From an optimization exercise on the open Yosys and OpenROAD flow, aimed at small area and a short achievable clock period; shortcuts taken in it are not production practice. Where RTL was checked, it was by simulation tests only, not by an equivalence proof against the original. The RTL of runs 4 to 6 was laid out without a check of its function. The flow treats the clock pin as an ideal source. Dropping or thinning the clock tree relies on that and would not hold on a real chip. Power figures rest on the tool's default switching activity, not on a simulated workload.

## flow/clocktree.tcl

```tcl
# Reshape the clock tree that CTS built into two levels of equal depth:
# 1. every clock buffer that the root buffer drives and that itself drives
#    only clock buffers is taken out; the leaf buffers it drove move up to the
#    root's net;
# 2. the leaf buffers are split into NROOT groups by position, and each group
#    gets a root buffer of its own, placed at the group's centre and fed by
#    the clock port.
# Every register's clock still passes exactly one root and one leaf buffer.
set nroot 4
set block [ord::get_db_block]
set clk_net [$block findNet clk]
set root ""
foreach it [$clk_net getITerms] {
  if {[$it isInputSignal]} { set root [$it getInst] }
}
set root_in [$root findITerm A]
set root_out [[$root findITerm X] getNet]
set removed 0
foreach it [$root_out getITerms] {
  set inst [$it getInst]
  if {$inst == $root} { continue }
  set x [$inst findITerm X]
  if {$x == "NULL" || $x == ""} { continue }
  set out [$x getNet]
  set loads {}
  set all_bufs 1
  foreach lt [$out getITerms] {
    if {[$lt getInst] == $inst} { continue }
    if {![string match "sky130_fd_sc_hd__clkbuf_*" [[[$lt getInst] getMaster] getName]]} { set all_bufs 0 }
    lappend loads $lt
  }
  if {!$all_bufs} { continue }
  foreach lt $loads {
    $lt disconnect
    $lt connect $root_out
  }
  $x disconnect
  $it disconnect
  odb::dbInst_destroy $inst
  odb::dbNet_destroy $out
  incr removed
}
puts "clocktree.tcl: removed $removed branch clock buffers"

# leaf buffers now on the root's net, with their centres
set leaves {}
foreach it [$root_out getITerms] {
  set inst [$it getInst]
  if {$inst == $root} { continue }
  set bb [$inst getBBox]
  lappend leaves [list $it [expr {([$bb xMin] + [$bb xMax]) / 2}] [expr {([$bb yMin] + [$bb yMax]) / 2}]]
}
set n [llength $leaves]
# k-means on leaf positions, seeded by the leaves sorted by angle round the centre
set cx 0; set cy 0
foreach l $leaves { set cx [expr {$cx + [lindex $l 1]}]; set cy [expr {$cy + [lindex $l 2]}] }
set cx [expr {double($cx) / $n}]; set cy [expr {double($cy) / $n}]
set byang [lsort -real -index 3 [lmap l $leaves { list {*}$l [expr {atan2([lindex $l 2] - $cy, [lindex $l 1] - $cx)}] }]]
set cent {}
for {set g 0} {$g < $nroot} {incr g} {
  set l [lindex $byang [expr {int(($g + 0.5) * $n / $nroot)}]]
  lappend cent [list [lindex $l 1] [lindex $l 2]]
}
for {set iter 0} {$iter < 20} {incr iter} {
  set grp {}
  foreach l $leaves {
    set best 0; set bd 1e30
    for {set g 0} {$g < $nroot} {incr g} {
      set dx [expr {[lindex $l 1] - [lindex $cent $g 0]}]
      set dy [expr {[lindex $l 2] - [lindex $cent $g 1]}]
      set dd [expr {$dx * $dx + $dy * $dy}]
      if {$dd < $bd} { set bd $dd; set best $g }
    }
    lappend grp $best
  }
  set newc {}
  for {set g 0} {$g < $nroot} {incr g} {
    set sx 0; set sy 0; set k 0
    foreach l $leaves gg $grp { if {$gg == $g} { set sx [expr {$sx + [lindex $l 1]}]; set sy [expr {$sy + [lindex $l 2]}]; incr k } }
    if {$k == 0} { lappend newc [lindex $cent $g] } else { lappend newc [list [expr {$sx / $k}] [expr {$sy / $k}]] }
  }
  set cent $newc
}
set master [$root getMaster]
for {set g 0} {$g < $nroot} {incr g} {
  if {$g == 0} {
    set inst $root
    set net $root_out
  } else {
    set inst [odb::dbInst_create $block $master "clkbuf_root_$g"]
    set net [odb::dbNet_create $block "clknet_root_$g"]
    $net setSigType CLOCK
    [$inst findITerm A] connect $clk_net
    [$inst findITerm X] connect $net
  }
  set k 0
  foreach l $leaves gg $grp {
    if {$gg != $g} { continue }
    incr k
    if {$g != 0} { [lindex $l 0] disconnect; [lindex $l 0] connect $net }
  }
  set w [$master getWidth]; set h [$master getHeight]
  $inst setLocation [expr {int([lindex $cent $g 0] - $w / 2)}] [expr {int([lindex $cent $g 1] - $h / 2)}]
  $inst setPlacementStatus PLACED
  puts "clocktree.tcl: root $g drives $k leaf buffers"
}
detailed_placement
estimate_parasitics -placement
report_clock_skew
```

## standard.sh

```bash
#!/bin/bash
# synth_recipe.tcl (not shown) runs the flow's synth.tcl, then flattens the netlist and writes it again
# the make line also repeats each setting of config.mk as NAME=value (left out here)
make -C /OpenROAD-flow-scripts/flow DESIGN_CONFIG=/design/flow/config.mk WORK_HOME=/design/flow/orfs CLKGATE_MAP_FILE= SYNTH_SCRIPT=/design/flow/synth_recipe.tcl "${@:-finish}"
```

## flow/run.sh

```bash
#!/bin/bash
# Standard ORFS layout (standard synthesis unchanged) with port buffers of a
# plain buffer cell, no CTS dummy loads, a tighter setup repair target, and
# the clock tree reshaped after CTS (flow/clocktree.tcl).
set -euo pipefail
bash standard.sh \
  BUFFER_PORTS_ARGS="-buffer_cell sky130_fd_sc_hd__buf_2" \
  CTS_ARGS="-sink_clustering_enable -repair_clock_nets -dont_use_dummy_load -sink_clustering_size 34 -sink_clustering_max_diameter 70 -buf_list {sky130_fd_sc_hd__clkbuf_16}" \
  POST_CTS_TCL="$PWD/flow/clocktree.tcl" \
  SETUP_SLACK_MARGIN=5.4 \
  finish > flow.log 2>&1
```

## design.v

```verilog
module moving_avg_filt(
  input clk,
  input signed [7:0] signal_in,
  output signed [7:0] signal_out
  );
  parameter N = 64;  
  reg signed [7:0] q [0:N-1];
  reg signed [8:0] d;
  reg signed [13:0] sum;
  reg [13:0] acc;
  reg [5:0] phase;
  reg load;
  reg keep;
  wire signed [13:0] acc_sum = {~acc[13], acc[12:0]};
  wire [7:0] acc_lo = keep ? acc[7:0] : 8'd0;
  wire [8:0] alo = {1'b0, acc_lo} + {1'b0, ~q[0][7], q[0][6:0]};
  wire [5:0] ahi_up = acc[13:8] + 6'd1;
  wire [5:0] ahi = keep ? (alo[8] ? ahi_up : acc[13:8]) : 6'd0;
  integer i;
  always @(posedge clk) begin
    q[0] <= signal_in;
    for (i = 0; i < N - 1; i = i + 1)
      q[i + 1] <= q[i];
    d <= signal_in - q[N-1];
    phase <= phase + 6'd1;
    load <= (phase == 6'd62);
    keep <= (phase != 6'd62);
    sum <= (load ? acc_sum : sum) + d;
    acc <= {ahi, alo[7:0]};
  end
  assign signal_out = sum[13:6];
endmodule
```

## constraint.sdc

```tcl
create_clock -name core_clock -period 8.0 [get_ports {clk}]
set_input_delay 1.6000 -clock core_clock [delete_from_list [all_inputs] [get_ports {clk}]]
set_output_delay 1.6000 -clock core_clock [all_outputs]
set_load 0.01 [all_outputs]
```

## config.mk

```make
export PLATFORM = sky130hd
export DESIGN_NAME = moving_avg_filt
export DESIGN_NICKNAME = moving_avg_filt
export VERILOG_FILES = /design/flow/design.v
export SDC_FILE = /design/flow/constraint.sdc
export NUM_CORES = 4
export LEC_CHECK = 0
export ABC_CLOCK_PERIOD_IN_PS = 2000
export CAP_MARGIN = 20
export CORE_MARGIN = 2
export CORE_UTILIZATION = 60
export HOLD_SLACK_MARGIN = 0
export PLACE_DENSITY = 0.75
export SLEW_MARGIN = 20
```

==> qor.txt, run 1 <==
peak supply drop - 255 uV
top-area cell type share of the netlist area - 0.867
Post-synth top cells - 557 x dfxtp_1, 32 x ha_1, 20 x xnor2_1
TNS Setup - 0 ns
grt total ovfl - 0
vias in the first global route - 5121
FFs w/ async S/R, synth - 0
Final HPWL DP - 9070 um
CP max stage delay - 0.34 ns
DR iter-0 viols - 237
WL/cell - 13.8 um
critical path's top delay family - compound AO/OA/AOI/OAI gates
placed cells - 1069
fin crit period - 2.60 ns
chip width - 150 um
IO Port Bufs - 16
core area - 21000 um2
class of the worst hold path - reg2reg
Layout Cells excl Fill - 1094
Final Cycle Share - 0.325
most area-hungry cell type in the Yosys netlist - dfxtp_1
Area growth, synth to finish - 7.61%
# diodes - 0
die height - 150 um
Leakage - 0.00575 uW
Core Rows - 53
number of fill cells - 1407
CTS clk-pin slew, worst paths - 0.11 ns
Worst setup SP type - primary input
total track usage - 0.144
minimum hold slack - 0.297 ns
first-pass GRT wire length - 25100 um
share of layout cells above drive strength 1 - 0.0830
gpl congestion - 0.783
Power Density - 328 nW/um2
top-count cell post-synth - dfxtp_1
Vias - 4937
Fin. Hold Viols - 0
Final Routed Wirelength - 15100 um
I/O Pins - 17
Worst path slowest cell - fa_2
largest net degree at the start of global routing - 35
dpl cell area - 13200 um2
worst reg2reg setup slack - 5.52 ns
initial antenna violation count - 0
final-report max-slew violation count - 0
Critical Path Fanout Max - 3
Worst Skew - 0.0341 ns
Buffers & Inverters on Critical Path - 2
Worst EP required - 8.22 ns
Mapped Cells - 789
register bit total from synthesis - 557
Main synth FF type - dfxtp_1
FF+latch area - 11200 um2
Avg Cell Area, Syn - 16.3 um2
Initial DRT Pass Iterations - 4
sequential cell area fraction in the yosys report - 0.867
Skew-Pair Late Insertion Delay - 0.34 ns
Vias per Instance - 4.51
fmax - 385 MHz
Post-route DRC - 0
top cells by area, synth - dfxtp_1 87%, ha_1 3.1%, xnor2_1 1.4%, mux2_2 1.1%, a21oi_1 0.74%
final instance area - 13800 um2
antenna viol nets, final - 0
syn_nets - 833
Setup Crit Path Kind - in2reg
Max-slew headroom - 0.731
RSZ-0062 raised after global routing - true
Starting Density - 0.612
EDFF count, synth - 0
number of setup violations in the final report - 0
Post-Synthesis Cell Area - 12900 um2
nets - 865
Core Util, Final - 0.659
footprint of the multi-input gates - 1600 um2
Ys Warns - 2
Sink Count - 557
CP endpoint kind - flop
status - timing/DRC/antenna clean
Slew @ Worst Pin - 0.399 ns
arrival time of the worst setup path - 2.82 ns
Yosys cell types - 39
max-cap violation count - 0
CP Cell Sequence - buf_8 > inv_8 > ha_4 > fa_2 > nor2b_1 > o21a_1 > o21ai_1 > a21oi_2 > o22ai_1
die area - 22600 um2
[flip-flops by register name, indices dropped and copies added (netlist names)]
| name | cells |
|---|---|
| load | 1 |
| keep | 1 |
| phase | 6 |
| d | 9 |
| sum | 14 |
| acc | 14 |
| q | 512 |
[worst register-to-register path, stage by stage (launching register included)]
cell     delay, ns
dfxtp_4       0.36
buf_4         0.16
mux2_2        0.35
ha_1          0.21
or4_1         0.54
o22a_2        0.25
or4b_1        0.50
nand3_1       0.07
[metal layers]
layer,up-vias,global-route usage,part of all wire
met5,-,0,0
met4,0,0.0476,0.022
met3,30,0.0421,0.033
met2,44,0.215,0.43
met1,2297,0.204,0.51
li1,2566,-,-
[layout by cell type, fill, tap and decap left out, types with 3 or more instances in the layout]
cell       instances
nor2b_1            3
and2_1             8
buf_4              3
nor3_1             4
or3_1              3
a21o_1             5
nor2_1            17
mux2_2            13
buf_2             15
xnor2_1           20
o41ai_1            3
nand2_1           10
dfxtp_2            3
o21ai_0            9
nand2b_1           3
o21ai_1            4
a21oi_1           17
nand3_1           10
xor2_1             7
clkbuf_16         22
o21a_1             5
dfxtp_1          553
inv_1             18
ha_1              31
[layout make-up, clock buffers not listed]
cell class / instances / area share
sequential: 557 / 0.806
tap: 275 / 0.0249
buffer: 3 / 0.00542
multi-input combinational: 202 / 0.116
timing repair buffer: 19 / 0.00813
inverter: 19 / 0.00569
[path summary, 6_finish.rpt]
path	startpoint	to	depth (start not counted)
hold / removal	q[45][7]	q[46][7]	0
setup / recovery	signal_in[0]	d[8]	9
hold reg to reg	q[45][7]	q[46][7]	0
setup reg to reg	load	sum[10]	7
[per-stage QoR]
step / setup slack [ns] / power, uW
finish: 5.40 / 4540
global route: 5.31 / 4730
detailed placement: 4.85 / 3390
global placement: 4.92 / 3380
floorplan: 5.16 / 3330
[report_power, final]
part | switching, uW | internal, uW
combinational | 178 | 176
sequential | 45.6 | 2930
clock | 707 | 501
total | 930 | 3610
[cell families (layout without fill, tap and decap cells)]
family | count (synthesis) | after routing | share of synthesized area
fa+ha+maj | 35 | 35 | 0.0358
compound gates | 55 | 55 | 0.0263
simple gates | 70 | 70 | 0.0286
mux | 15 | 15 | 0.0129
buf+inv | 30 | 60 | 0.0114
xor+xnor | 27 | 27 | 0.0184
flops | 557 | 557 | 0.867
==> inputs of run 2 (changes only) <==
--- a/flow/run.sh
+++ b/flow/run.sh
@@ -7,5 +7,5 @@
   BUFFER_PORTS_ARGS="-buffer_cell sky130_fd_sc_hd__buf_2" \
   CTS_ARGS="-sink_clustering_enable -repair_clock_nets -dont_use_dummy_load -sink_clustering_size 34 -sink_clustering_max_diameter 70 -buf_list {sky130_fd_sc_hd__clkbuf_16}" \
   POST_CTS_TCL="$PWD/flow/clocktree.tcl" \
-  SETUP_SLACK_MARGIN=5.4 \
+  SETUP_SLACK_MARGIN=5.75 \
   finish > flow.log 2>&1
==> qor.txt, run 2 <==
TNS Setup - 0 ns
Slew @ Worst Pin - 0.550 ns
IO Port Bufs - 16
I/O Pins - 17
DR iter-0 viols - 243
Main synth FF type - dfxtp_1
# diodes - 0
Avg Cell Area, Syn - 16.3 um2
fin crit period - 2.64 ns
Post-synth top cells - 557 x dfxtp_1, 32 x ha_1, 20 x xnor2_1
Area growth, synth to finish - 10.9%
Leakage - 0.00587 uW
die area - 22600 um2
Starting Density - 0.612
Yosys cell types - 39
Ys Warns - 2
combinational fraction of design power - 0.111
Clock power frac - 0.257
Post-Synthesis Cell Area - 12900 um2
P_sw - 1000 uW
arrival time of the worst setup path - 2.88 ns
Worst EP required - 8.24 ns
final-report max-slew violation count - 0
FFs w/ async S/R, synth - 0
initial antenna violation count - 0
Vias - 5072
Vias per Instance - 4.58
most area-hungry cell type in the Yosys netlist - dfxtp_1
Fin. Hold Viols - 0
peak supply drop - 235 uV
Setup Crit Path Kind - in2reg
Mapped Cells - 789
Final HPWL DP - 9040 um
critical path endpoint - d[6]
hold depth - 0
WL/cell - 14.4 um
Worst setup SP type - primary input
largest net degree at the start of global routing - 35
Post-route DRC - 0
top-count cell post-synth - dfxtp_1
Core Rows - 53
worst r2r path cells - 7
vias in the first global route - 5338
number of flip-flops in the largest register - 512
Sink Count - 557
register share of total power - 0.632
first-pass GRT wire length - 26700 um
Final Cycle Share - 0.330
Skew-Pair Late Insertion Delay - 0.35 ns
max-cap violation count - 0
antenna viol nets, final - 0
commonest non-fill, non-tap cell in the layout - dfxtp_1
footprint of the multi-input gates - 1860 um2
number of fill cells - 1374
chip width - 150 um
nets - 878
RR Startpoint - load
EDFF count, synth - 0
Final Routed Wirelength - 16000 um
worst setup path startpoint - signal_in[0]
total track usage - 0.153
commonest non-fill, non-tap cells in the layout - 547 x dfxtp_1, 22 x clkbuf_16, 20 x xnor2_1, 18 x inv_1, 18 x ha_1
gpl congestion - 0.819
core area - 21000 um2
reg-to-reg endpoint - sum[10]
CP endpoint kind - flop
Sw Share - 0.212
Initial DRT Pass Iterations - 4
worst reg2reg setup slack - 5.64 ns
Max-slew headroom - 0.633
class of the worst hold path - reg2reg
FF+latch area - 11200 um2
Critical Path Fanout Max - 3
grt total ovfl - 0
Power Density - 331 nW/um2
status - timing/DRC/antenna clean
fmax - 379 MHz
top-area cell type share of the netlist area - 0.867
die height - 150 um
number of setup violations in the final report - 0
Pint - 3720 uW
syn_nets - 833
share of layout cells above drive strength 1 - 0.143
Largest regs - q: 512 flops, acc: 14 flops, sum: 14 flops
CTS clk-pin slew, worst paths - 0.11 ns
Top reg by flops - q
RSZ-0062 raised after global routing - true
sequential cell area fraction in the yosys report - 0.867
top cells by area, synth - dfxtp_1 87%, ha_1 3.1%, xnor2_1 1.4%, mux2_2 1.1%, a21oi_1 0.74%
register bit total from synthesis - 557
Worst Skew - 0.0686 ns
minimum hold slack - 0.279 ns
run 2: changes by cell type in the layout (fill, tap and decap cells not counted), sizes merged:
cell	change
buf	+13
run 2: how the worst min path moves through the flow:
stage / from / endpoint / slack [ns]
2_1_floorplan: q[9][0] / q[10][0] / 0.31
3_3_place_gp: q[1][5] / q[2][5] / 0.31
3_5_place_dp: q[34][0] / q[35][0] / 0.31
5_1_grt: q[5][6] / q[6][6] / 0.27
6_report: q[5][6] / q[6][6] / 0.28
run 2: layout make-up, clock buffers not listed:
cell class | instances | area share
flip-flops and latches | 557 | 0.782
multi-input cells | 202 | 0.130
well taps | 275 | 0.0241
repair buffers | 32 | 0.0191
inverters | 19 | 0.00552
plain buffers | 3 | 0.00526
run 2: logic make-up (layout without fill, tap and decap cells):
logic type / count (synthesis) / after routing / synth area share
xor+xnor: 27 / 27 / 0.0184
mux: 15 / 15 / 0.0129
simple gates: 70 / 70 / 0.0286
buf+inv: 30 / 73 / 0.0114
fa+ha+maj: 35 / 35 / 0.0358
compound gates: 55 / 55 / 0.0263
flops: 557 / 557 / 0.867
run 2: power groups by stage:
stage                     combinational [uW]  sequential [uW]  clock (uW)
after floorplan                          324             3020           0
after global placement                   354             3030           0
after detailed placement                 371             3040           0
after global routing                     570             3000        1350
final                                    523             2990        1220
run 2: stage by stage:
step	instance area, um2	total power (uW)	setup WS (ns)	utilization	cells
3_3_place_gp	13300	3390	4.91	0.632	1069
5_1_grt	14300	4920	5.32	0.679	1107
3_5_place_dp	13300	3410	4.85	0.632	1069
6_report	14300	4720	5.36	0.679	1107
2_1_floorplan	13000	3340	5.16	-	789
run 2: worst max-delay path: stages:
cell	delay, ns
buf_8	0.08
inv_8	0.03
ha_4	0.15
fa_2	0.35
nor2b_2	0.12
o21a_1	0.20
o21a_1	0.16
o21ai_1	0.07
a21oi_1	0.13
run 2: metal layers:
metal / up-vias / track usage / part of all wire
met5: - / 0 / 0
met4: 0 / 0.0618 / 0.023
met3: 26 / 0.0324 / 0.030
met2: 56 / 0.234 / 0.45
met1: 2395 / 0.214 / 0.50
li1: 2595 / - / -
==> inputs of run 3 (changes only) <==
--- a/flow/run.sh
+++ b/flow/run.sh
@@ -7,5 +7,5 @@
   BUFFER_PORTS_ARGS="-buffer_cell sky130_fd_sc_hd__buf_2" \
   CTS_ARGS="-sink_clustering_enable -repair_clock_nets -dont_use_dummy_load -sink_clustering_size 34 -sink_clustering_max_diameter 70 -buf_list {sky130_fd_sc_hd__clkbuf_16}" \
   POST_CTS_TCL="$PWD/flow/clocktree.tcl" \
-  SETUP_SLACK_MARGIN=5.75 \
+  SETUP_SLACK_MARGIN=5.6 \
   finish > flow.log 2>&1
==> qor.txt, run 3 <==
status - timing/DRC/antenna clean
Ys Warns - 2
class of the worst hold path - reg2reg
TNS Setup - 0 ns
Initial DRT Pass Iterations - 4
die height - 150 um
Worst Skew - 0.0452 ns
arrival time of the worst setup path - 2.86 ns
Post-synth top cells - 557 x dfxtp_1, 32 x ha_1, 20 x xnor2_1
DR iter-0 viols - 252
Max-slew headroom - 0.697
Layout Cells excl Fill - 1097
Worst Hold Launch - q[1][0]
Slew @ Worst Pin - 0.449 ns
Worst setup SP type - primary input
Worst EP required - 8.23 ns
Final HPWL DP - 9130 um
final instance area - 14100 um2
max-cap violation count - 0
Final Cycle Share - 0.329
Core Rows - 53
FFs w/ async S/R, synth - 0
reg-to-reg endpoint - sum[10]
vias in the first global route - 5237
number of fill cells - 1375
number of flip-flops in the largest register - 512
top-area cell type share of the netlist area - 0.867
worst r2r path cells - 7
Post-route DRC - 0
Skew-Pair Late Insertion Delay - 0.33 ns
syn_nets - 833
RSZ-0062 raised after global routing - true
Final Routed Wirelength - 15500 um
CP endpoint kind - flop
top-count cell post-synth - dfxtp_1
largest net degree at the start of global routing - 35
Fin. Hold Viols - 0
commonest non-fill, non-tap cell in the layout - dfxtp_1
Vias per Instance - 4.56
most area-hungry cell type in the Yosys netlist - dfxtp_1
minimum hold slack - 0.308 ns
FF+latch area - 11200 um2
Main synth FF type - dfxtp_1
RR Startpoint - load
Yosys cell types - 39
Starting Density - 0.612
fmax - 380 MHz
Area growth, synth to finish - 9.52%
EDFF count, synth - 0
hold depth - 0
initial antenna violation count - 1
top cells by area, synth - dfxtp_1 87%, ha_1 3.1%, xnor2_1 1.4%, mux2_2 1.1%, a21oi_1 0.74%
worst setup path startpoint - signal_in[0]
share of layout cells above drive strength 1 - 0.117
placed cells - 1069
Power Density - 330 nW/um2
worst reg2reg setup slack - 5.57 ns
die area - 22600 um2
Avg Cell Area, Syn - 16.3 um2
gpl congestion - 0.774
register bit total from synthesis - 557
sequential cell area fraction in the yosys report - 0.867
dpl cell area - 13300 um2
footprint of the multi-input gates - 1760 um2
Post-Synthesis Cell Area - 12900 um2
Leakage - 0.00581 uW
Hold Path End - q[2][0]
IO Port Bufs - 16
Sink Count - 557
first-pass GRT wire length - 25900 um
core area - 21000 um2
total track usage - 0.147
grt total ovfl - 0
nets - 867
Setup Crit Path Kind - in2reg
number of setup violations in the final report - 0
Largest regs - q: 512 flops, acc: 14 flops, sum: 14 flops
final-report max-slew violation count - 0
WL/cell - 14.1 um
Top reg by flops - q
CTS clk-pin slew, worst paths - 0.11 ns
antenna viol nets, final - 0
Vias - 5000
I/O Pins - 17
fin crit period - 2.63 ns
Mapped Cells - 789
commonest non-fill, non-tap cells in the layout - 547 x dfxtp_1, 24 x ha_1, 22 x clkbuf_16, 20 x xnor2_1, 18 x inv_1
peak supply drop - 197 uV
chip width - 150 um
Design Power - 4650 uW
Critical Path Fanout Max - 3
-- run 3: metal layers --
metal,GRT usage,share of wire,vias up
li1,-,-,2580
met2,0.220,0.43,60
met1,0.211,0.51,2327
met5,0,0,-
met3,0.0300,0.026,33
met4,0.0642,0.030,0
-- run 3: worst max-delay path by stage --
stage                 to  slack (ns)
floorplan           d[8]        5.16
global placement    d[8]        4.91
detailed placement  d[8]        4.86
global route        d[8]        5.30
finish              d[8]        5.37
-- run 3: per-stage QoR --
stage / util / setup WS [ns]
2_1_floorplan: - / 5.16
3_3_place_gp: 0.631 / 4.91
3_5_place_dp: 0.631 / 4.86
5_1_grt: 0.670 / 5.30
6_report: 0.670 / 5.37
-- run 3: worst max-delay path: stages --
cell and delay, ns:
buf_8 0.09, inv_8 0.03, ha_4 0.15, fa_2 0.34, nor2b_1 0.12, o21a_1 0.18, o21ai_1 0.10, a21oi_2 0.16
o22ai_1 0.10
-- run 3: cells by family (layout without fill, tap and decap cells) --
| kind of cell | count (synthesis) | in the layout | share of synthesized area |
|---|---|---|---|
| AO/OA/AOI/OAI | 55 | 55 | 0.0263 |
| XOR/XNOR | 27 | 27 | 0.0184 |
| adder cells (fa/ha/maj) | 35 | 35 | 0.0358 |
| buffers and inverters | 30 | 62 | 0.0114 |
| flip-flops | 557 | 557 | 0.867 |
| multiplexers | 15 | 15 | 0.0129 |
| other | 0 | 1 | 0 |
| AND/OR/NAND/NOR | 70 | 70 | 0.0286 |
-- run 3: area by class of cell, clock buffers not listed --
cell class,instances,share of cell area
Sequential cell,557,0.792
Multi-Input combinational cell,202,0.125
Tap cell,275,0.0244
Timing Repair Buffer,21,0.0131
Inverter,19,0.00559
Buffer,3,0.00533
Antenna cell,1,0.000178
-- run 3: power by group --
group	internal (uW)	total [uW]	switching, uW
logic	244	459	215
registers	2930	2990	53.5
clock network	501	1210	705
==> inputs of run 4 (changes only) <==
==> design.v (replaced) <==
module moving_avg_filt(
  input clk,
  input signed [7:0] signal_in,
  output reg signed [7:0] signal_out
  );
  parameter N = 64;  
  reg signed [7:0] q [0:N-1];
  reg [13:0] ss;
  reg [13:0] sc;
  reg [13:0] acc;
  reg [5:0] phase;
  reg load;
  reg clear;
  integer i;
  wire [7:0] xu = {~signal_in[7], signal_in[6:0]};       
  wire [7:0] q0u = {~q[0][7], q[0][6:0]};                
  wire [7:0] yn = {q[N-1][7], ~q[N-1][6:0]};             
  wire [13:0] a = load ? acc : ss;
  wire [13:0] b = load ? {6'd0, q0u} : sc;
  wire [13:0] k = load ? 14'h2000 : 14'h3f00;
  wire [13:0] r1c = {k[13:8], xu};
  wire [13:0] s1 = a ^ b ^ r1c;
  wire [14:0] c1 = {(a & b) | (a & r1c) | (b & r1c), ~load};    
  wire [13:0] r2c = {6'd0, load ? 8'd0 : yn};
  wire [13:0] s2 = s1 ^ c1[13:0] ^ r2c;
  wire [14:0] c2 = {(s1 & c1[13:0]) | (s1 & r2c) | (c1[13:0] & r2c), 1'b0};
  wire [13:0] sum = ss + sc;
  always @(posedge clk) begin
    q[0] <= signal_in;
    for (i = 0; i < N - 1; i = i + 1)
      q[i + 1] <= q[i];
    phase <= phase + 6'd1;
    load <= (phase == 6'd62);
    clear <= (phase == 6'd0);
    ss <= s2;
    sc <= c2[13:0];
    acc <= (clear ? 14'd0 : acc) + {6'd0, q0u};
    signal_out <= sum[13:6];
  end
endmodule
--- a/flow/run.sh
+++ b/flow/run.sh
@@ -7,5 +7,5 @@
   BUFFER_PORTS_ARGS="-buffer_cell sky130_fd_sc_hd__buf_2" \
   CTS_ARGS="-sink_clustering_enable -repair_clock_nets -dont_use_dummy_load -sink_clustering_size 34 -sink_clustering_max_diameter 70 -buf_list {sky130_fd_sc_hd__clkbuf_16}" \
   POST_CTS_TCL="$PWD/flow/clocktree.tcl" \
-  SETUP_SLACK_MARGIN=5.6 \
+  SETUP_SLACK_MARGIN=5.4 \
   finish > flow.log 2>&1
==> qor.txt, run 4 <==
status - timing/DRC/antenna clean
Sw Share - 0.232
WL/cell - 13.0 um
Worst Hold Launch - q[2][5]
Initial DRT Pass Iterations - 4
number of fill cells - 1572
Ys Warns - 2
Core Util, Final - 0.657
Clock power frac - 0.241
commonest non-fill, non-tap cell in the layout - dfxtp_1
Max-slew headroom - 0.652
FFs w/ async S/R, synth - 0
CTS clk-pin slew, worst paths - 0.10 ns
Area growth, synth to finish - 7.43%
Fin. Hold Viols - 0
grt met3 use - 0.0408
Final HPWL DP - 8130 um
fmax - 398 MHz
Setup Crit Path Kind - in2reg
pre-CTS WS - 5.11 ns
Avg Cell Area, Syn - 16.5 um2
M2 GR Usage - 0.181
first-pass GRT wire length - 24500 um
hold depth - 0
die height - 153 um
Largest regs - q: 512 flops, acc: 14 flops, ss: 14 flops
gpl congestion - 0.720
Sink Count - 569
die area - 23500 um2
vias in the first global route - 4928
total track usage - 0.131
number of setup violations in the final report - 0
grt met1 use - 0.198
syn_nets - 868
Post-synth top cells - 569 x dfxtp_1, 33 x ha_1, 30 x inv_1
CP endpoint kind - flop
Skew-Pair Late Insertion Delay - 0.35 ns
# diodes - 0
Starting Density - 0.612
reg-to-reg endpoint - ss[7]
RR Startpoint - load
P_sw - 1180 uW
busiest metal layer after global routing - met1
arrival time of the worst setup path - 2.68 ns
fin worst setup slack - 5.49 ns
Worst Skew - 0.0654 ns
antenna viol nets, final - 0
Pint - 3910 uW
top cells by area, synth - dfxtp_1 85%, ha_1 3.1%, fa_1 2.4%, xnor2_1 1.4%, inv_1 0.84%
Power Density - 354 nW/um2
final instance area - 14400 um2
share of layout cells above drive strength 1 - 0.0724
IO Port Bufs - 16
Final Routed Wirelength - 14500 um
top-count cell post-synth - dfxtp_1
worst reg2reg setup slack - 5.56 ns
Mapped Cells - 810
core area - 21900 um2
grt total ovfl - 0
combinational fraction of design power - 0.135
TNS Setup - 0 ns
register bit total from synthesis - 569
minimum hold slack - 0.301 ns
I/O Pins - 17
dpl cell area - 13800 um2
number of flip-flops in the largest register - 512
FF+latch area - 11400 um2
largest net degree at the start of global routing - 35
DR iter-0 viols - 195
Worst EP required - 8.17 ns
Core Rows - 54
nets - 903
Critical Path Fanout Max - 2
Top reg by flops - q
register share of total power - 0.624
final-report max-slew violation count - 0
Worst setup SP type - primary input
Post-route DRC - 0
chip width - 153 um
Yosys cell types - 43
top-area cell type share of the netlist area - 0.851
most area-hungry cell type in the Yosys netlist - dfxtp_1
Hold Path End - q[3][5]
EDFF count, synth - 0
Post-Synthesis Cell Area - 13400 um2
peak supply drop - 227 uV
Vias - 4997
footprint of the multi-input gates - 1880 um2
fin crit period - 2.51 ns
initial antenna violation count - 0
Vias per Instance - 4.45
commonest non-fill, non-tap cells in the layout - 567 x dfxtp_1, 32 x ha_1, 29 x inv_1, 22 x clkbuf_16, 21 x xnor2_1
Final Cycle Share - 0.314
RSZ-0062 raised after global routing - false
class of the worst hold path - reg2reg
sequential cell area fraction in the yosys report - 0.851
max-cap violation count - 0
Leakage - 0.00606 uW
worst r2r path cells - 4
Slew @ Worst Pin - 0.521 ns
Main synth FF type - dfxtp_1
run 4: changes by cell type after synthesis, moves of 5 or more:
cell     before  now
nand3_1      10    5
fa_1          3   16
inv_1        19   30
and2_1        8    3
buf_4         9    0
o21ai_0      13    5
mux2_2       13    8
mux2i_1       2   11
dfxtp_1     557  569
nor2b_1       3   16
a21oi_1      19   13
nand2_1      10    5
run 4: area by class of cell, clock buffers not listed:
cell class / count / area share
buffer: 3 / 0.00522
inverter: 30 / 0.00835
multi-input combinational: 205 / 0.130
sequential: 569 / 0.792
tap: 280 / 0.0244
timing repair buffer: 17 / 0.00635
run 4: worst max-delay path: stages:
cell and delay, ns:
buf_2 0.11, fa_1 0.49, inv_1 0.05, fa_1 0.43
run 4: metal layers:
metal / share of wire / wire length [um]
met1: 0.55 / 8000
met2: 0.40 / 5780
met4: 0.021 / 301
met3: 0.031 / 458
met5: 0 / 0
run 4: cells by family (layout without fill, tap and decap cells):
family / count (synthesis) / in the layout / share of synthesized area
multiplexers: 19 / 19 / 0.0150
AO/OA/AOI/OAI: 41 / 41 / 0.0216
flip-flops: 569 / 569 / 0.851
XOR/XNOR: 32 / 32 / 0.0209
AND/OR/NAND/NOR: 64 / 64 / 0.0265
adder cells (fa/ha/maj): 49 / 49 / 0.0548
buffers and inverters: 36 / 69 / 0.0103
run 4: how the worst max path moves through the flow:
stage                             from     to  slack, ns  cells after the start
after floorplan           signal_in[2]  ss[2]       5.30                      4
final                     signal_in[7]  ss[7]       5.49                      4
after global routing              load  ss[7]       5.46                      4
after global placement    signal_in[1]  ss[1]       5.13                      5
after detailed placement  signal_in[3]  ss[3]       5.11                      5
run 4: through the flow:
step,power [uW],cells
6_report,5090,1123
5_1_grt,5370,1123
3_5_place_dp,3930,1101
3_3_place_gp,3910,1101
2_1_floorplan,3760,810
run 4: power groups by stage:
stage / Combinational, uW / Sequential [uW] / Clock (uW)
2_1_floorplan: 549 / 3210 / 0
6_report: 686 / 3180 / 1230
5_1_grt: 801 / 3200 / 1360
3_3_place_gp: 669 / 3240 / 0
3_5_place_dp: 696 / 3240 / 0
==> inputs of run 5 (changes only) <==
==> design.v (replaced) <==
module moving_avg_filt(
  input clk,
  input signed [7:0] signal_in,
  output reg signed [7:0] signal_out
  );
  parameter N = 64;  
  reg signed [7:0] q [0:N-1];
  reg [13:0] ss;
  reg [13:0] sc;
  reg [13:0] acc;
  reg [5:0] phase;
  reg load_a;
  reg pre_b;
  reg load_b;
  reg keep;
  reg clear;
  integer i;
  wire [7:0] xu = {~signal_in[7], signal_in[6:0]};       
  wire [7:0] q0u = {~q[0][7], q[0][6:0]};                
  wire [7:0] yn = {q[N-1][7], ~q[N-1][6:0]};             
  wire [13:0] a = load_a ? acc : ss;
  wire [13:0] b = load_b ? {6'd0, q0u} : sc;
  wire [13:0] r1c = load_b ? 14'h2000 : {6'h3f, yn};
  wire [13:0] s1 = a ^ b ^ r1c;
  wire [14:0] c1 = {(a & b) | (a & r1c) | (b & r1c), keep};    
  wire [13:0] r2c = {6'd0, xu};
  wire [13:0] s2 = s1 ^ c1[13:0] ^ r2c;
  wire [14:0] c2 = {(s1 & c1[13:0]) | (s1 & r2c) | (c1[13:0] & r2c), 1'b0};
  wire [13:0] sum = ss + sc;
  always @(posedge clk) begin
    q[0] <= signal_in;
    for (i = 0; i < N - 1; i = i + 1)
      q[i + 1] <= q[i];
    phase <= phase + 6'd1;
    load_a <= (phase == 6'd62);
    pre_b <= (phase == 6'd61);
    load_b <= pre_b;
    keep <= (phase != 6'd62);
    clear <= (phase == 6'd0);
    ss <= s2;
    sc <= c2[13:0];
    acc <= (clear ? 14'd0 : acc) + {6'd0, q0u};
    signal_out <= sum[13:6];
  end
endmodule
==> qor.txt, run 5 <==
RR Startpoint - load_a
Fin. Hold Viols - 0
commonest non-fill, non-tap cells in the layout - 569 x dfxtp_1, 33 x ha_1, 32 x inv_1, 23 x nor2_1, 22 x clkbuf_16
Slew @ Worst Pin - 0.793 ns
Final Routed Wirelength - 15900 um
Worst path slowest cell - dfxtp_2
core area - 22500 um2
sequential cell area fraction in the yosys report - 0.840
grt total ovfl - 0
register bit total from synthesis - 572
Post-route DRC - 0
Area growth, synth to finish - 7.19%
nets - 945
initial antenna violation count - 0
top-area cell type share of the netlist area - 0.840
Worst Skew - 0.0579 ns
top cells by area, synth - dfxtp_1 84%, ha_1 3.0%, fa_1 2.5%, mux2i_1 1.2%, xnor2_1 1.2%
reg-to-reg endpoint - ss[7]
DR iter-0 viols - 206
most area-hungry cell type in the Yosys netlist - dfxtp_1
Power Density - 366 nW/um2
IO Port Bufs - 16
Setup Crit Path Kind - reg2out
critical path endpoint - signal_out[1]
Vias - 5330
CP Cell Sequence - buf_6
Worst EP required - 6.40 ns
Buffers & Inverters on Critical Path - 1
EDFF count, synth - 0
Core Rows - 55
Design Power - 5360 uW
FFs w/ async S/R, synth - 0
cell count along the critical path - 1
pre-CTS WS - 5.61 ns
peak supply drop - 231 uV
TNS Setup - 0 ns
max-cap violation count - 0
Ys Warns - 2
Avg Cell Area, Syn - 16.0 um2
Worst setup SP type - flop
Top reg by flops - q
fin crit period - 2.40 ns
# diodes - 0
RSZ-0062 raised after global routing - false
grt met1 use - 0.216
grt met3 use - 0.0283
I/O Pins - 17
CP endpoint kind - output pin
busiest metal layer after global routing - met1
Sink Count - 572
Main synth FF type - dfxtp_1
Post-synth top cells - 572 x dfxtp_1, 33 x ha_1, 32 x inv_1
Max-slew headroom - 0.471
Largest regs - q: 512 flops, acc: 14 flops, ss: 14 flops
CP max stage delay - 0.34 ns
Final HPWL DP - 9350 um
fmax - 417 MHz
Yosys cell types - 46
syn_nets - 910
Starting Density - 0.606
vias in the first global route - 5333
top-count cell post-synth - dfxtp_1
number of flip-flops in the largest register - 512
largest net degree at the start of global routing - 35
number of setup violations in the final report - 0
CTS clk-pin slew, worst paths - 0.12 ns
worst r2r path cells - 3
Mapped Cells - 851
Final Cycle Share - 0.300
final-report max-slew violation count - 0
worst setup path startpoint - signal_out[1]
arrival time of the worst setup path - 0.80 ns
WL/cell - 13.6 um
status - timing/DRC/antenna clean
M2 GR Usage - 0.197
die area - 23900 um2
Post-Synthesis Cell Area - 13600 um2
Leakage - 0.00609 uW
Critical Path Fanout Max - 1
first-pass GRT wire length - 26600 um
class of the worst hold path - reg2reg
total track usage - 0.140
Vias per Instance - 4.56
antenna viol nets, final - 0
die height - 155 um
placed cells - 1147
Skew-Pair Late Insertion Delay - 0.31 ns
number of fill cells - 1597
gpl congestion - 0.761
Initial DRT Pass Iterations - 4
critical path's top delay family - flip-flops
fin worst setup slack - 5.60 ns
worst reg2reg setup slack - 5.64 ns
chip width - 155 um
commonest non-fill, non-tap cell in the layout - dfxtp_1
Layout Cells excl Fill - 1169
minimum hold slack - 0.259 ns
share of layout cells above drive strength 1 - 0.0656
-- run 5: worst min-delay path by stage --
stage / cells after the start / slack (ns) / start / endpoint
2_1_floorplan: 0 / 0.31 / pre_b / load_b
3_3_place_gp: 0 / 0.31 / pre_b / load_b
3_5_place_dp: 0 / 0.31 / q[38][3] / q[39][3]
5_1_grt: 0 / 0.25 / q[32][2] / q[33][2]
6_report: 0 / 0.26 / q[27][2] / q[28][2]
-- run 5: final cells by class, clock buffers not listed --
| cell class | count | area, um2 | share of cell area |
|---|---|---|---|
| Sequential cell | 572 | 11500 | 0.784 |
| Timing Repair Buffer | 17 | 100 | 0.00685 |
| Buffer | 3 | 75.1 | 0.00514 |
| Tap cell | 285 | 357 | 0.0244 |
| Inverter | 32 | 120 | 0.00822 |
| Multi-Input combinational cell | 241 | 2030 | 0.139 |
-- run 5: logic make-up (layout without fill, tap and decap cells) --
kind of cell	after synthesis	after routing	share of synthesized area
compound gates	51	51	0.0248
xor+xnor	22	22	0.0141
fa+ha+maj	50	50	0.0552
buf+inv	38	71	0.0111
flops	572	572	0.840
mux	24	24	0.0186
simple gates	94	94	0.0363
-- run 5: metrics by stage --
step / area [um2] / util
2_1_floorplan: 13600 / -
6_report: 14600 / 0.649
5_1_grt: 14600 / 0.649
3_5_place_dp: 14000 / 0.624
3_3_place_gp: 14000 / 0.624
-- run 5: power by group --
part	total [uW]	internal [uW]	switching, uW
combinational	911	418	493
sequential	3210	3100	110
clock	1230	502	731
total	5360	4020	1330
-- run 5: layer usage --
metal,part of all wire,routed length [um]
met5,0,0
met4,0.021,327
met3,0.030,470
met2,0.40,6330
met1,0.55,8730
==> inputs of run 6 (changes only) <==
--- a/flow/clocktree.tcl
+++ b/flow/clocktree.tcl
@@ -6,7 +6,7 @@
 #    gets a root buffer of its own, placed at the group's centre and fed by
 #    the clock port.
 # Every register's clock still passes exactly one root and one leaf buffer.
-set nroot 4
+set nroot 3
 set block [ord::get_db_block]
 set clk_net [$block findNet clk]
 set root ""
==> qor.txt, run 6 <==
most area-hungry cell type in the Yosys netlist - dfxtp_1
Post-synth top cells - 572 x dfxtp_1, 33 x ha_1, 32 x inv_1
share of layout cells above drive strength 1 - 0.0646
RSZ-0062 raised after global routing - false
hold depth - 0
IO Port Bufs - 16
Top reg by flops - q
Critical Path Fanout Max - 1
Initial DRT Pass Iterations - 4
Core Util, Final - 0.648
Skew-Pair Late Insertion Delay - 0.37 ns
top-area cell type share of the netlist area - 0.840
Worst EP required - 6.40 ns
Power Density - 366 nW/um2
final-report max-slew violation count - 0
Largest regs - q: 512 flops, acc: 14 flops, ss: 14 flops
xor and xnor area share after synthesis - 0.0141
Post-route DRC - 0
status - timing/DRC/antenna clean
die height - 155 um
Fin. Hold Viols - 0
total track usage - 0.141
number of flip-flops in the largest register - 512
Core Rows - 55
Worst Skew - 0.0593 ns
Worst setup SP type - flop
Starting Density - 0.606
vias in the first global route - 5313
Final Cycle Share - 0.303
Max-slew headroom - 0.472
Buffers & Inverters on Critical Path - 1
Yosys cell types - 46
Leakage - 0.00608 uW
peak supply drop - 231 uV
Final HPWL DP - 9350 um
critical path's top delay family - flip-flops
first-pass GRT wire length - 26500 um
WL/cell - 13.6 um
commonest non-fill, non-tap cell in the layout - dfxtp_1
number of setup violations in the final report - 0
commonest non-fill, non-tap cells in the layout - 569 x dfxtp_1, 33 x ha_1, 32 x inv_1, 23 x nor2_1, 21 x clkbuf_16
Area growth, synth to finish - 7.00%
Post-Synthesis Cell Area - 13600 um2
chip width - 155 um
Synth Area in Compound Gates - 0.0248
DR iter-0 viols - 237
I/O Pins - 17
dpl cell area - 14000 um2
Main synth FF type - dfxtp_1
initial antenna violation count - 0
CP Cell Sequence - buf_6
syn_nets - 910
Slew @ Worst Pin - 0.791 ns
CP max stage delay - 0.34 ns
fin crit period - 2.42 ns
register bit total from synthesis - 572
top-count cell post-synth - dfxtp_1
Vias per Instance - 4.56
Sink Count - 572
mux contribution to synthesized area - 0.0186
grt total ovfl - 0
FFs w/ async S/R, synth - 0
die area - 23900 um2
fmax - 413 MHz
Ys Warns - 2
Setup Crit Path Kind - reg2out
TNS Setup - 0 ns
Mapped Cells - 851
max-cap violation count - 0
antenna viol nets, final - 0
cell count along the critical path - 1
gpl congestion - 0.761
Avg Cell Area, Syn - 16.0 um2
EDFF count, synth - 0
CP endpoint kind - output pin
class of the worst hold path - reg2reg
final instance area - 14600 um2
worst r2r path cells - 3
pre-CTS WS - 5.61 ns
nets - 944
core area - 22500 um2
# diodes - 0
Final Routed Wirelength - 15800 um
post-synthesis adder-cell area fraction - 0.0552
sequential cell area fraction in the yosys report - 0.840
post-synthesis simple-gate area fraction - 0.0363
Vias - 5322
arrival time of the worst setup path - 0.82 ns
largest net degree at the start of global routing - 35
fin worst setup slack - 5.58 ns
largest family of logic cells by synthesized area - adder cells
top cells by area, synth - dfxtp_1 84%, ha_1 3.0%, fa_1 2.5%, mux2i_1 1.2%, xnor2_1 1.2%
Worst path slowest cell - dfxtp_2
CTS clk-pin slew, worst paths - 0.11 ns
## run 6: cell types whose count changed in the layout (fill, tap and decap cells not counted)
cell	before	now
clkbuf_16	22	21
## run 6: metrics by stage
stage               hold WS [ns]  power (uW)  instances
floorplan                  0.310        3940        851
global placement           0.311        4150       1147
detailed placement         0.312        4180       1147
global route               0.253        5650       1168
finish                     0.258        5340       1168
## run 6: power by group
part           leakage [uW]  switching (uW)  internal, uW
clock              0.000259             734           479
sequential          0.00478             110          3100
combinational       0.00104             493           419
## run 6: routing by layer
| layer | GRT usage | wire length (um) | vias up |
|---|---|---|---|
| li1 | - | - | 2772 |
| met4 | 0.0498 | 279 | 0 |
| met3 | 0.0328 | 485 | 22 |
| met2 | 0.197 | 6370 | 56 |
| met5 | 0 | 0 | - |
| met1 | 0.216 | 8700 | 2472 |
## run 6: layout make-up, clock buffers not listed
type	count	area (um2)
sequential	572	11500
fill	1594	7910
multi-input combinational	241	2030
tap	285	357
inverter	32	120
timing repair buffer	17	100
buffer	2	50.0
## run 6: kinds of logic after synthesis
kind of cell,after synthesis
AOI/OAI and AO/OA,51
and+or+nand+nor,94
xor gates and xnor gates,22
DFF,572
muxes,24
buffers and inverters,38
adders and majority gates,50
## run 6: worst paths after layout
check,endpoint,slack (ns),start
min,q[33][2],0.26,q[32][2]
min reg2reg,q[33][2],0.26,q[32][2]
max,signal_out[7],5.58,signal_out[7]
max reg2reg,ss[7],5.62,load_a
==> inputs of run 7 (changes only) <==
--- a/design.v
+++ b/design.v
@@ -27,6 +27,10 @@
   wire [13:0] s2 = s1 ^ c1[13:0] ^ r2c;
   wire [14:0] c2 = {(s1 & c1[13:0]) | (s1 & r2c) | (c1[13:0] & r2c), 1'b0};
   wire [13:0] sum = ss + sc;
+  wire [7:0] acc_lo = clear ? 8'd0 : acc[7:0];
+  wire [8:0] alo = {1'b0, acc_lo} + {1'b0, q0u};
+  wire [5:0] ahi_up = acc[13:8] + 6'd1;
+  wire [5:0] ahi = clear ? 6'd0 : (alo[8] ? ahi_up : acc[13:8]);
   always @(posedge clk) begin
     q[0] <= signal_in;
     for (i = 0; i < N - 1; i = i + 1)
@@ -39,7 +43,7 @@
     clear <= (phase == 6'd0);
     ss <= s2;
     sc <= c2[13:0];
-    acc <= (clear ? 14'd0 : acc) + {6'd0, q0u};
+    acc <= {ahi, alo[7:0]};
     signal_out <= sum[13:6];
   end
 endmodule
--- a/flow/run.sh
+++ b/flow/run.sh
@@ -7,5 +7,5 @@
   BUFFER_PORTS_ARGS="-buffer_cell sky130_fd_sc_hd__buf_2" \
   CTS_ARGS="-sink_clustering_enable -repair_clock_nets -dont_use_dummy_load -sink_clustering_size 34 -sink_clustering_max_diameter 70 -buf_list {sky130_fd_sc_hd__clkbuf_16}" \
   POST_CTS_TCL="$PWD/flow/clocktree.tcl" \
-  SETUP_SLACK_MARGIN=5.4 \
+  SETUP_SLACK_MARGIN=5.7 \
   finish > flow.log 2>&1
--- a/flow/clocktree.tcl
+++ b/flow/clocktree.tcl
@@ -6,7 +6,7 @@
 #    gets a root buffer of its own, placed at the group's centre and fed by
 #    the clock port.
 # Every register's clock still passes exactly one root and one leaf buffer.
-set nroot 3
+set nroot 4
 set block [ord::get_db_block]
 set clk_net [$block findNet clk]
 set root ""
==> qor.txt, run 7 <==
class of the worst hold path - reg2reg
CP endpoint kind - output pin
Top reg by flops - q
Largest regs - q: 512 flops, acc: 14 flops, ss: 14 flops
M2 GR Usage - 0.170
Sink Count - 572
top cells by area, synth - dfxtp_1 85%, ha_1 3.1%, fa_1 2.5%, mux2i_1 1.2%, xnor2_1 0.97%
Ys Warns - 2
die area - 23800 um2
commonest non-fill, non-tap cell in the layout - dfxtp_1
WL/cell - 12.8 um
Skew-Pair Late Insertion Delay - 0.34 ns
# diodes - 0
core area - 22000 um2
Buffers & Inverters on Critical Path - 1
Vias - 5080
Post-synth top cells - 572 x dfxtp_1, 34 x ha_1, 28 x inv_1
EDFF count, synth - 0
cell count along the critical path - 1
syn_nets - 891
Final Routed Wirelength - 14600 um
Core Util, Final - 0.660
peak supply drop - 203 uV
DR iter-0 viols - 211
antenna viol nets, final - 0
Leakage - 0.00606 uW
TNS Setup - 0 ns
share of layout cells above drive strength 1 - 0.0742
Initial DRT Pass Iterations - 4
Max-slew headroom - 0.703
CP max stage delay - 0.35 ns
FFs w/ async S/R, synth - 0
worst r2r path cells - 4
Worst path slowest cell - dfxtp_2
final-report max-slew violation count - 0
Vias per Instance - 4.44
Power Density - 364 nW/um2
die height - 154 um
total track usage - 0.132
Worst EP required - 6.40 ns
sequential cell area fraction in the yosys report - 0.847
vias in the first global route - 5003
initial antenna violation count - 0
Final Cycle Share - 0.299
Avg Cell Area, Syn - 16.3 um2
Final HPWL DP - 8430 um
status - timing/DRC/antenna clean
top-area cell type share of the netlist area - 0.847
critical path's top delay family - flip-flops
nets - 925
grt met1 use - 0.209
Slew @ Worst Pin - 0.445 ns
CP Cell Sequence - buf_6
largest net degree at the start of global routing - 35
grt total ovfl - 0
Critical Path Fanout Max - 1
max-cap violation count - 0
chip width - 154 um
grt met3 use - 0.0271
Main synth FF type - dfxtp_1
number of setup violations in the final report - 0
hold depth - 0
CTS clk-pin slew, worst paths - 0.12 ns
commonest non-fill, non-tap cells in the layout - 565 x dfxtp_1, 34 x ha_1, 28 x inv_1, 21 x clkbuf_16
IO Port Bufs - 16
RSZ-0062 raised after global routing - true
number of flip-flops in the largest register - 512
gpl congestion - 0.782
Core Rows - 54
arrival time of the worst setup path - 0.79 ns
top-count cell post-synth - dfxtp_1
I/O Pins - 17
Area growth, synth to finish - 7.19%
pre-CTS WS - 5.47 ns
Fin. Hold Viols - 0
number of fill cells - 1495
most area-hungry cell type in the Yosys netlist - dfxtp_1
fmax - 418 MHz
busiest metal layer after global routing - met1
Worst setup SP type - flop
Starting Density - 0.616
Worst Skew - 0.0327 ns
fin worst setup slack - 5.61 ns
Post-route DRC - 0
Yosys cell types - 41
Post-Synthesis Cell Area - 13500 um2
register bit total from synthesis - 572
Mapped Cells - 831
fin crit period - 2.39 ns
first-pass GRT wire length - 24800 um
Setup Crit Path Kind - reg2out
-- run 7: cell types whose count changed in the layout (fill, tap and decap cells not counted), sizes merged, moves of 3 or more --
cell,delta
xnor2,-3
a31oi,-3
nand2,+4
o21bai,+3
nor2b,-4
nor2,-7
xor2,+8
inv,-4
nand2b,-4
a21oi,+3
-- run 7: layer usage --
layer,vias to the layer above,wire length [um],part of all wire
met4,0,416,0.028
met3,28,397,0.027
met5,-,0,0
met2,46,5340,0.36
met1,2329,8490,0.58
li1,2677,-,-
-- run 7: kinds of logic (layout without fill, tap and decap cells) --
family | count (synthesis) | in the layout | share of synthesized area
AOI/OAI and AO/OA | 48 | 48 | 0.0231
and+or+nand+nor | 76 | 76 | 0.0288
xor gates and xnor gates | 27 | 27 | 0.0175
buffers and inverters | 34 | 66 | 0.00953
DFF | 572 | 572 | 0.847
muxes | 23 | 23 | 0.0177
adders and majority gates | 51 | 51 | 0.0566
-- run 7: metrics by stage --
stage	cells	instance area (um2)	hold WS (ns)	power (uW)
2_1_floorplan	831	13500	0.310	3910
5_1_grt	1143	14500	0.320	5590
6_report	1143	14500	0.316	5280
3_5_place_dp	1122	13900	0.312	4140
3_3_place_gp	1122	13900	0.310	4100
-- run 7: layout make-up, clock buffers not listed --
class                   instances  area (um2)  share of cell area
inverters                      28         105             0.00725
repair buffers                 17         106             0.00734
plain buffers                   3        75.1             0.00518
flip-flops and latches        572       11500               0.791
multi-input cells             225        1940               0.134
well taps                     280         350              0.0242
-- run 7: report_power, final --
group	leakage, uW	switching, uW	internal (uW)	total (uW)
Clock	0.000259	720	480	1200
Sequential	0.00478	109	3100	3210
Combinational	0.00102	463	410	873
-- run 7: path summary, 6_finish.rpt --
| kind | endpoint | from | slack (ns) |
|---|---|---|---|
| max reg2reg | ss[7] | load_b | 5.82 |
| min | q[6][4] | q[5][4] | 0.32 |
| max | signal_out[1] | signal_out[1] | 5.61 |
| min reg2reg | q[6][4] | q[5][4] | 0.32 |
==> inputs of run 8 (changes only) <==
--- a/flow/run.sh
+++ b/flow/run.sh
@@ -7,5 +7,5 @@
   BUFFER_PORTS_ARGS="-buffer_cell sky130_fd_sc_hd__buf_2" \
   CTS_ARGS="-sink_clustering_enable -repair_clock_nets -dont_use_dummy_load -sink_clustering_size 34 -sink_clustering_max_diameter 70 -buf_list {sky130_fd_sc_hd__clkbuf_16}" \
   POST_CTS_TCL="$PWD/flow/clocktree.tcl" \
-  SETUP_SLACK_MARGIN=5.7 \
+  SETUP_SLACK_MARGIN=5.4 \
   finish > flow.log 2>&1
==> qor.txt, run 8 <==
Post-synth top cells - 572 x dfxtp_1, 34 x ha_1, 28 x inv_1
arrival time of the worst setup path - 0.80 ns
Post-Synthesis Cell Area - 13500 um2
Main synth FF type - dfxtp_1
max-cap violation count - 0
number of setup violations in the final report - 0
Core Util, Final - 0.659
commonest non-fill, non-tap cells in the layout - 570 x dfxtp_1, 34 x ha_1, 28 x inv_1, 21 x clkbuf_16
Mapped Cells - 831
top-area cell type share of the netlist area - 0.847
critical path's top delay family - flip-flops
final-report max-slew violation count - 0
Core Rows - 54
fin crit period - 2.40 ns
Critical Path Fanout Max - 1
Worst EP required - 6.40 ns
status - timing/DRC/antenna clean
Top reg by flops - q
initial antenna violation count - 0
Vias - 5076
Leakage - 0.00606 uW
die area - 23800 um2
fmax - 417 MHz
Clock power frac - 0.228
Final Cycle Share - 0.300
peak supply drop - 203 uV
Starting Density - 0.616
most area-hungry cell type in the Yosys netlist - dfxtp_1
Vias per Instance - 4.44
Initial DRT Pass Iterations - 4
Max-slew headroom - 0.451
CP max stage delay - 0.34 ns
Worst path slowest cell - dfxtp_1
register bit total from synthesis - 572
I/O Pins - 17
combinational fraction of design power - 0.165
# diodes - 0
grt total ovfl - 0
DR iter-0 viols - 189
chip width - 154 um
Worst setup SP type - flop
Avg Cell Area, Syn - 16.3 um2
RSZ-0062 raised after global routing - false
Skew-Pair Late Insertion Delay - 0.35 ns
CP endpoint kind - output pin
Slew @ Worst Pin - 0.822 ns
top-count cell post-synth - dfxtp_1
total track usage - 0.132
share of layout cells above drive strength 1 - 0.0684
first-pass GRT wire length - 24800 um
Setup Crit Path Kind - reg2out
class of the worst hold path - reg2reg
CTS clk-pin slew, worst paths - 0.12 ns
Final HPWL DP - 8430 um
Buffers & Inverters on Critical Path - 1
sequential cell area fraction in the yosys report - 0.847
die height - 154 um
Worst Skew - 0.0368 ns
gpl congestion - 0.782
commonest non-fill, non-tap cell in the layout - dfxtp_1
antenna viol nets, final - 0
Post-route DRC - 0
syn_nets - 891
EDFF count, synth - 0
TNS Setup - 0 ns
number of flip-flops in the largest register - 512
Sink Count - 572
vias in the first global route - 5001
largest net degree at the start of global routing - 35
Sw Share - 0.245
register share of total power - 0.608
P_sw - 1290 uW
Largest regs - q: 512 flops, acc: 14 flops, ss: 14 flops
nets - 925
Ys Warns - 2
Pint - 3980 uW
Fin. Hold Viols - 0
top cells by area, synth - dfxtp_1 85%, ha_1 3.1%, fa_1 2.5%, mux2i_1 1.2%, xnor2_1 0.97%
IO Port Bufs - 16
Yosys cell types - 41
WL/cell - 12.8 um
core area - 22000 um2
CP Cell Sequence - buf_2
Power Density - 365 nW/um2
Final Routed Wirelength - 14600 um
Area growth, synth to finish - 7.01%
FFs w/ async S/R, synth - 0
[run 8: cell counts after synthesis]
No cell type changed its count.
[run 8: final timing paths]
path / start / end / slack [ns] / cells past startpoint
setup reg to reg: load_a / ss[7] / 5.60 / 3
hold reg to reg: q[5][4] / q[6][4] / 0.31 / 0
hold / removal: q[5][4] / q[6][4] / 0.31 / 0
setup / recovery: signal_out[0] / signal_out[0] / 5.60 / 1
[run 8: cell type report, clock buffers not listed]
type,instances,area [um2]
plain buffers,3,75.1
flip-flops and latches,572,11500
repair buffers,17,93.8
well taps,280,350
fillers,1499,7490
multi-input cells,225,1940
inverters,28,105
[run 8: metal layers]
layer	track usage	wire length [um]
met1	0.209	8450
met2	0.171	5340
met3	0.0279	451
met4	0.0619	403
met5	0	0
[run 8: kinds of logic after synthesis]
family                   after synthesis  share of synthesized area
AND/OR/NAND/NOR                       76                     0.0288
AO/OA/AOI/OAI                         48                     0.0231
buffers and inverters                 34                    0.00953
multiplexers                          23                     0.0177
adder cells (fa/ha/maj)               51                     0.0566
XOR/XNOR                              27                     0.0175
flip-flops                           572                      0.847
[run 8: stage by stage]
stage               hold WS (ns)  instance area (um2)  setup slack, ns  std cells  total power [uW]
floorplan                  0.310                13500             5.74        831              3910
global placement           0.310                13900             5.57       1122              4100
detailed placement         0.312                13900             5.47       1122              4140
global route               0.320                14500             5.48       1143              5580
finish                     0.309                14500             5.60       1143              5280
[run 8: power groups by stage]
| stage | Clock, uW | Combinational (uW) | Sequential [uW] |
|---|---|---|---|
| 2_1_floorplan | 0 | 674 | 3240 |
| 3_5_place_dp | 0 | 870 | 3270 |
| 3_3_place_gp | 0 | 835 | 3270 |
| 5_1_grt | 1330 | 1020 | 3230 |
| 6_report | 1200 | 869 | 3210 |
==> inputs of run 9 (changes only) <==
--- a/flow/run.sh
+++ b/flow/run.sh
@@ -7,5 +7,5 @@
   BUFFER_PORTS_ARGS="-buffer_cell sky130_fd_sc_hd__buf_2" \
   CTS_ARGS="-sink_clustering_enable -repair_clock_nets -dont_use_dummy_load -sink_clustering_size 34 -sink_clustering_max_diameter 70 -buf_list {sky130_fd_sc_hd__clkbuf_16}" \
   POST_CTS_TCL="$PWD/flow/clocktree.tcl" \
-  SETUP_SLACK_MARGIN=5.4 \
+  SETUP_SLACK_MARGIN=5.6 \
   finish > flow.log 2>&1
==> qor.txt, run 9 <==
footprint of the multi-input gates - 1940 um2
# diodes - 0
Mapped Cells - 831
CP max stage delay - 0.35 ns
antenna viol nets, final - 0
max-cap violation count - 0
die area - 23800 um2
EDFF count, synth - 0
Avg Cell Area, Syn - 16.3 um2
fin worst setup slack - 5.61 ns
Final Routed Wirelength - 14700 um
Setup Crit Path Kind - reg2out
Final HPWL DP - 8430 um
die height - 154 um
Ys Warns - 2
number of setup violations in the final report - 0
Post-synth top cells - 572 x dfxtp_1, 34 x ha_1, 28 x inv_1
FF+latch area - 11500 um2
chip width - 154 um
core area - 22000 um2
class of the worst hold path - reg2reg
number of flip-flops in the largest register - 512
CP Cell Sequence - buf_6
Worst EP required - 6.40 ns
commonest non-fill, non-tap cells in the layout - 565 x dfxtp_1, 34 x ha_1, 28 x inv_1, 21 x clkbuf_16
final-report max-slew violation count - 0
fmax - 418 MHz
vias in the first global route - 5006
CTS clk-pin slew, worst paths - 0.12 ns
fin crit period - 2.39 ns
Worst Skew - 0.0374 ns
TNS Setup - 0 ns
Skew-Pair Late Insertion Delay - 0.35 ns
CP endpoint kind - output pin
Starting Density - 0.616
largest net degree at the start of global routing - 35
Core Rows - 54
Max-slew headroom - 0.704
IO Port Bufs - 16
sequential cell area fraction in the yosys report - 0.847
Power Density - 365 nW/um2
status - timing/DRC/antenna clean
Largest regs - q: 512 flops, acc: 14 flops, ss: 14 flops
critical path's top delay family - flip-flops
Post-Synthesis Cell Area - 13500 um2
grt total ovfl - 0
Leakage - 0.00607 uW
Top reg by flops - q
syn_nets - 891
total track usage - 0.132
gpl congestion - 0.782
share of layout cells above drive strength 1 - 0.0742
Main synth FF type - dfxtp_1
number of fill cells - 1495
Slew @ Worst Pin - 0.444 ns
Vias - 5080
RSZ-0062 raised after global routing - true
Yosys cell types - 41
FFs w/ async S/R, synth - 0
Fin. Hold Viols - 0
Area growth, synth to finish - 7.22%
commonest non-fill, non-tap cell in the layout - dfxtp_1
Vias per Instance - 4.44
top-area cell type share of the netlist area - 0.847
Post-route DRC - 0
Buffers & Inverters on Critical Path - 1
Critical Path Fanout Max - 1
initial antenna violation count - 0
placed cells - 1122
nets - 925
DR iter-0 viols - 210
Sink Count - 572
most area-hungry cell type in the Yosys netlist - dfxtp_1
Final Cycle Share - 0.299
Initial DRT Pass Iterations - 4
Worst path slowest cell - dfxtp_2
WL/cell - 12.8 um
Layout Cells excl Fill - 1143
pre-CTS WS - 5.47 ns
first-pass GRT wire length - 24800 um
top-count cell post-synth - dfxtp_1
Worst setup SP type - flop
I/O Pins - 17
peak supply drop - 203 uV
top cells by area, synth - dfxtp_1 85%, ha_1 3.1%, fa_1 2.5%, mux2i_1 1.2%, xnor2_1 0.97%
register bit total from synthesis - 572
arrival time of the worst setup path - 0.79 ns
-- run 9: final cells by class, clock buffers not listed --
type / count / area share
buffer: 3 / 0.00518
inverter: 28 / 0.00725
multi-input combinational: 225 / 0.134
sequential: 572 / 0.791
tap: 280 / 0.0242
timing repair buffer: 17 / 0.00777
-- run 9: path summary, 6_finish.rpt --
check | to | slack (ns) | cells after the start | start
setup / recovery | signal_out[1] | 5.61 | 1 | signal_out[1]
setup reg to reg | ss[7] | 5.81 | 4 | load_b
hold / removal | q[6][4] | 0.31 | 0 | q[5][4]
hold reg to reg | q[6][4] | 0.31 | 0 | q[5][4]
-- run 9: cell families (layout without fill, tap and decap cells) --
kind of cell             count (synthesis)  in the layout  synth area share
AO/OA/AOI/OAI                           48             48            0.0231
flip-flops                             572            572             0.847
buffers and inverters                   34             66           0.00953
XOR/XNOR                                27             27            0.0175
adder cells (fa/ha/maj)                 51             51            0.0566
AND/OR/NAND/NOR                         76             76            0.0288
multiplexers                            23             23            0.0177
-- run 9: where the power goes --
| group | switching [uW] | leakage, uW | total [uW] | internal, uW |
|---|---|---|---|---|
| Combinational | 464 | 0.00102 | 877 | 413 |
| Sequential | 109 | 0.00478 | 3210 | 3100 |
| Clock | 721 | 0.000259 | 1200 | 480 |
-- run 9: metrics by stage --
stage | util | total power (uW) | cell area [um2] | hold slack (ns)
after floorplan | - | 3910 | 13500 | 0.310
after global placement | 0.635 | 4100 | 13900 | 0.310
after detailed placement | 0.635 | 4140 | 13900 | 0.312
after global routing | 0.660 | 5600 | 14500 | 0.320
final | 0.660 | 5290 | 14500 | 0.312
-- run 9: metal layers --
metal / vias to the layer above / global-route usage / share of wire
met5: - / 0 / 0
li1: 2676 / - / -
met1: 2326 / 0.209 / 0.58
met4: 0 / 0.0632 / 0.028
met3: 28 / 0.0271 / 0.029
met2: 50 / 0.171 / 0.37

## afterwards: timing with drivers on the ports
No port has a modelled driver above. Below, the same layouts with a new extraction and two added sets of constraints.
Step 1 sets driving cells, clkbuf_16 on the clock port and buf_2 on the other inputs (assumed; they add their load-dependent delay and slew).
Step 2 moves the port delays by t, midway between the first and last clock arrival at a register: inputs arrive t later, outputs are due t later. That takes back most of the time a late clock gives input paths.
Three values: ideal, step 1, step 2; two values: the first two.
run | shift t [ns] | setup WS [ns] | worst setup path after step 2 | cell pins on the clock port's net
run 1 | 0.422 | 5.401 / 5.446 / 5.024 | input to register | 4
run 2 | 0.409 | 5.359 / 5.402 / 4.992 | input to register | 4
run 3 | 0.402 | 5.367 / 5.404 / 5.001 | input to register | 4
run 4 | 0.415 | 5.488 / 5.519 / 5.104 | input to register | 4
run 5 | 0.400 | 5.603 / 5.504 / 5.640 | register to register | 4
run 6 | 0.416 | 5.576 / 5.501 / 5.618 | register to register | 3
run 7 | 0.425 | 5.607 / 5.507 / 5.627 | input to register | 4
run 8 | 0.423 | 5.603 / 5.506 / 5.604 | register to register | 4
run 9 | 0.425 | 5.607 / 5.508 / 5.624 | input to register | 4
After both steps every run listed still meets setup and hold. For run 4, which loses most, drivers alone change the setup slack by +0.031 ns; drivers and shift together by -0.384 ns.
